This design comes from an exercise in tuning for small area, a short achievable clock period and few clock cycles on the open sky130 flow, not from production work.
Where RTL was checked, it was by simulation tests only, not by an equivalence proof against the original.

Design DCT, start of the top module:
module DCT(
	input                     clk,
	input                     rst_n,
	input                     in_valid,
	input  signed       [7:0] in_data,
	output logic              out_valid,
	output logic signed [9:0] out_data
);
For scale: ~1400 cells after synthesis, about 340 flip-flops.
export LEC_CHECK = 0
export CAP_MARGIN = 20
export CORE_MARGIN = 2
export CORE_UTILIZATION = 60
export CTS_CLUSTER_DIAMETER = 100
export CTS_CLUSTER_SIZE = 30
export SLEW_MARGIN = 20
create_clock -name core_clock -period 10.5 [get_ports {clk}]
standard.sh (not shown) runs the stock make flow with config.mk's settings and CLKGATE_MAP_FILE= SYNTH_SCRIPT=/design/flow/synth_recipe.tcl, a recipe that flattens the netlist after the stock synthesis.
==> flow/flow/run.sh <==
#!/bin/bash
# Layout: the standard flow (standard.sh, all steps), except that the
# buffers ORFS puts on the input and output ports are buf_2 cells
# (buffer_ports -buffer_cell) instead of its default choice.
# make's full output goes to flow.log here; each step's own log is under orfs/logs/.
set -euo pipefail
export BUFFER_PORTS_ARGS="-buffer_cell sky130_fd_sc_hd__buf_2"
bash standard.sh > flow.log 2>&1
==> next run, changes <==
--- a/flow/design.v
+++ b/flow/design.v
@@ -115,29 +115,26 @@
 	osel    <= cnt[1:0] + 2'd3;
 end
 logic signed [7:0] sr [0:15];
 integer j;
 always_ff @(posedge clk) begin
 	sr[0] <= rot ? sr[15] : in_data;
 	for (j = 1; j < 16; j = j + 1)
 		sr[j] <= sr[j-1];
 end
-logic [17:0] r0a, r0b, r0c, r0d, r0s1, r0c1, r0pn, r0u, r0s;
-assign r0a = {10'd0, ~sr[3][7], sr[3][6:0]};
-assign r0b = {10'd0, ~sr[7][7], sr[7][6:0]};
-assign r0c = {10'd0, ~sr[11][7], sr[11][6:0]};
+logic [17:0] r0a, r0b, r0c, r0d, r0s1, r0c1, r0s2, r0c2, r0u, r0s;
+assign r0a = {10'd0, ~sr[0][7], sr[0][6:0]};
+assign r0b = {10'd0, ~sr[4][7], sr[4][6:0]};
+assign r0c = {10'd0, ~sr[8][7], sr[8][6:0]};
+assign r0d = {10'd0, ~sr[12][7], sr[12][6:0]};
 assign {r0c1, r0s1} = csa(r0a, r0b, r0c);
-assign r0pn = padds(r0s1, r0c1, 1'b0);
-logic [9:0] r0p;
-always_ff @(posedge clk)
-	r0p <= r0pn[9:0];
-assign r0d = {10'd0, ~sr[0][7], sr[0][6:0]};
-assign r0u = padds({8'd0, r0p}, r0d, 1'b0);
+assign {r0c2, r0s2} = csa(r0s1, r0c1, r0d);
+assign r0u = padd(r0s2, r0c2, 1'b0);
 assign r0s = {8'd0, ~r0u[9], r0u[8:0]};
 logic [7:0] ta, tb, tc, td;
 logic [7:0] pa, pb, qa, qb;
 assign ta = sr[2];
 assign tb = sr[6];
 assign tc = sr[10];
 assign td = sr[14];
 assign pa = s_p ? ta : td;
 assign pb = s_p ? tc : ta;
@@ -171,55 +168,52 @@
 logic        teven2;
 always_ff @(posedge clk) begin
 	ts     <= xs[15:0];
 	tc2    <= xc[15:0];
 	teven2 <= teven;
 end
 logic [17:0] tk, tsa, tca, tx;
 assign tk  = teven2 ? 18'h08000 : 18'h08B00;
 assign {tca, tsa} = csa({2'd0, ts}, {2'd0, tc2}, tk);
-assign tx  = padds(tsa, tca, 1'b0);
-logic [8:0]  yn, ynn;    
+assign tx  = padd(tsa, tca, 1'b0);
+logic [8:0]  yn;
 logic        cn;
 logic [8:0]  tq [1:3];
 logic [17:0] ynext;
 assign ynext = padds({9'd0, yn}, 18'd0, cn);
 always_ff @(posedge clk) begin
 	if (r0sel) begin
-		yn  <= r0s[9:1];
-		ynn <= ~r0s[9:1];
+		yn <= r0s[9:1];
 		cn <= r0s[9] & r0s[0];
 	end else begin
-		yn  <= tx[15:7];
-		ynn <= ~tx[15:7];
+		yn <= tx[15:7];
 		cn <= tx[15] & (tx[6:0] != 7'd0);
 	end
 	tq[1] <= ynext[8:0];
 	tq[2] <= tq[1];
 	tq[3] <= tq[2];
 end
-logic [17:0] t0e, t1e, yne, ynne;
+logic [17:0] t0e, t1e, yne;
 assign yne = {{9{yn[8]}}, yn};
-assign ynne = {{9{ynn[8]}}, ynn};
 assign t1e = {{9{tq[1][8]}}, tq[1]};
 assign t0e = {{9{tq[3][8]}}, tq[3]};
 logic [17:0] e1n, o1n, o0n;
-assign e1n = padds(t1e, yne, cn);
-assign o1n = padds(t1e, ynne, ~cn);
-assign o0n = padds(t0e, ynne, ~cn);
+assign e1n = padd(t1e, yne, cn);
+assign o1n = padd(t1e, ~yne, ~cn);
+assign o0n = padd(t0e, ~yne, ~cn);
 logic [10:0] e1r;
 always_ff @(posedge clk)
 	e1r <= e1n[10:0];
 logic [17:0] e1x, as0, ac0, as2, ac2, s0, s2;
 assign e1x = {{7{e1r[10]}}, e1r};
 assign {ac0, as0} = csa(t0e, yne, e1x);
 assign {ac2, as2} = csa(t0e, yne, ~e1x);
-assign s0 = padd(as0, {ac0[17:1], cn}, 1'b0);
+assign s0 = padd(as0, ac0, cn);
 assign s2 = padd(as2, {ac2[17:1], cn}, 1'b1);
 logic [9:0]  y0r, y2a, y2r, m1, m2;
 logic        y0f, y2af;
 logic [17:0] y2i, m2n;
 assign y2i = padds({8'd0, y2a}, 18'd0, y2af);
 assign m2n = padds({8'd0, ~m2}, 18'd0, 1'b1);
 always_ff @(posedge clk) begin
 	y0r  <= s0[10:1];
 	y0f  <= s0[11] & s0[0];
@@ -253,21 +247,24 @@
 logic       znz;
 always_ff @(posedge clk) begin
 	zsh <= zs[16:7];
 	zch <= zc[16:7];
 	zc7 <= zlo[7];
 	znz <= ((zs[6:0] ^ zc[6:0]) != zor);
 end
 logic [17:0] uk, us, uc;
 logic [35:0] uu;
+logic [9:0]  zt;
 assign uk = {8'd0, 10'h22C | {9'd0, zc7}};
 assign {uc, us} = csa({8'd0, zsh}, {8'd0, zch}, uk);
 assign uu = paddc(us, uc);
+assign zt = (uu[9] & znz) ? uu[27:18] : uu[9:0];
 logic [17:0] y0i;
-logic [9:0]  obase;
-logic        zsel;
-assign y0i   = padds({8'd0, y0r}, 18'd0, y0f);
-assign obase = osel[0] ? uu[9:0] : osel[1] ? y2r : y0i[9:0];
-assign zsel  = osel[0] & znz & uu[9];
-always_ff @(posedge clk)
-	out_data <= zsel ? uu[27:18] : obase;
+assign y0i = padds({8'd0, y0r}, 18'd0, y0f);
+always_ff @(posedge clk) begin
+	case (osel)
+		2'd0: out_data <= y0i[9:0];
+		2'd2: out_data <= y2r;
+		default: out_data <= zt;
+	endcase
+end
 endmodule
The new run produced a clean layout.
Cell area fell by a few percent.
Register-to-register slack got worse by 0.096 ns.
Area after synthesis fell by a few percent.
Maximum frequency fell by a few percent.
Worst hold slack barely changes.
Cell count fell slightly.
First-iteration DRC count fell by about a fifth.
Global-route usage rose by 0.85 points.
Core utilization fell by 0.71 points.
Routed wire length rose by a few percent.
Testbench counts after the change, summed over its fixed seeds: cycles 8,704.
Only the layout flow was run in the first run of this note; the RTL was not checked for function there.

-- static timing again, ports no longer ideal --
In the flow no input, the clock included, has a driving cell. The finished layouts below were timed again as built, in two steps. Step 1, drivers: a clkbuf_16 drives clk and a buf_2 each remaining input, both assumed. Step 2 adds t to the input delays and takes it off the output delays; t is the mean of the earliest and latest rising clock arrival at the registers after step 1. Input paths then give back, and output paths get back, about the clock's delay inside the block. Slacks: no drivers / after step 1 / after step 2; pairs: no drivers / after step 1.
run	t (ns)	setup slack, ns	worst setup path at the end	worst slew at a driven data input, ns
the first run	0.548	7.311 / 7.311 / 7.311	register to register	0.04
the second run	0.550	7.216 / 7.216 / 7.216	register to register	0.03
After both steps every run listed still meets setup and hold.
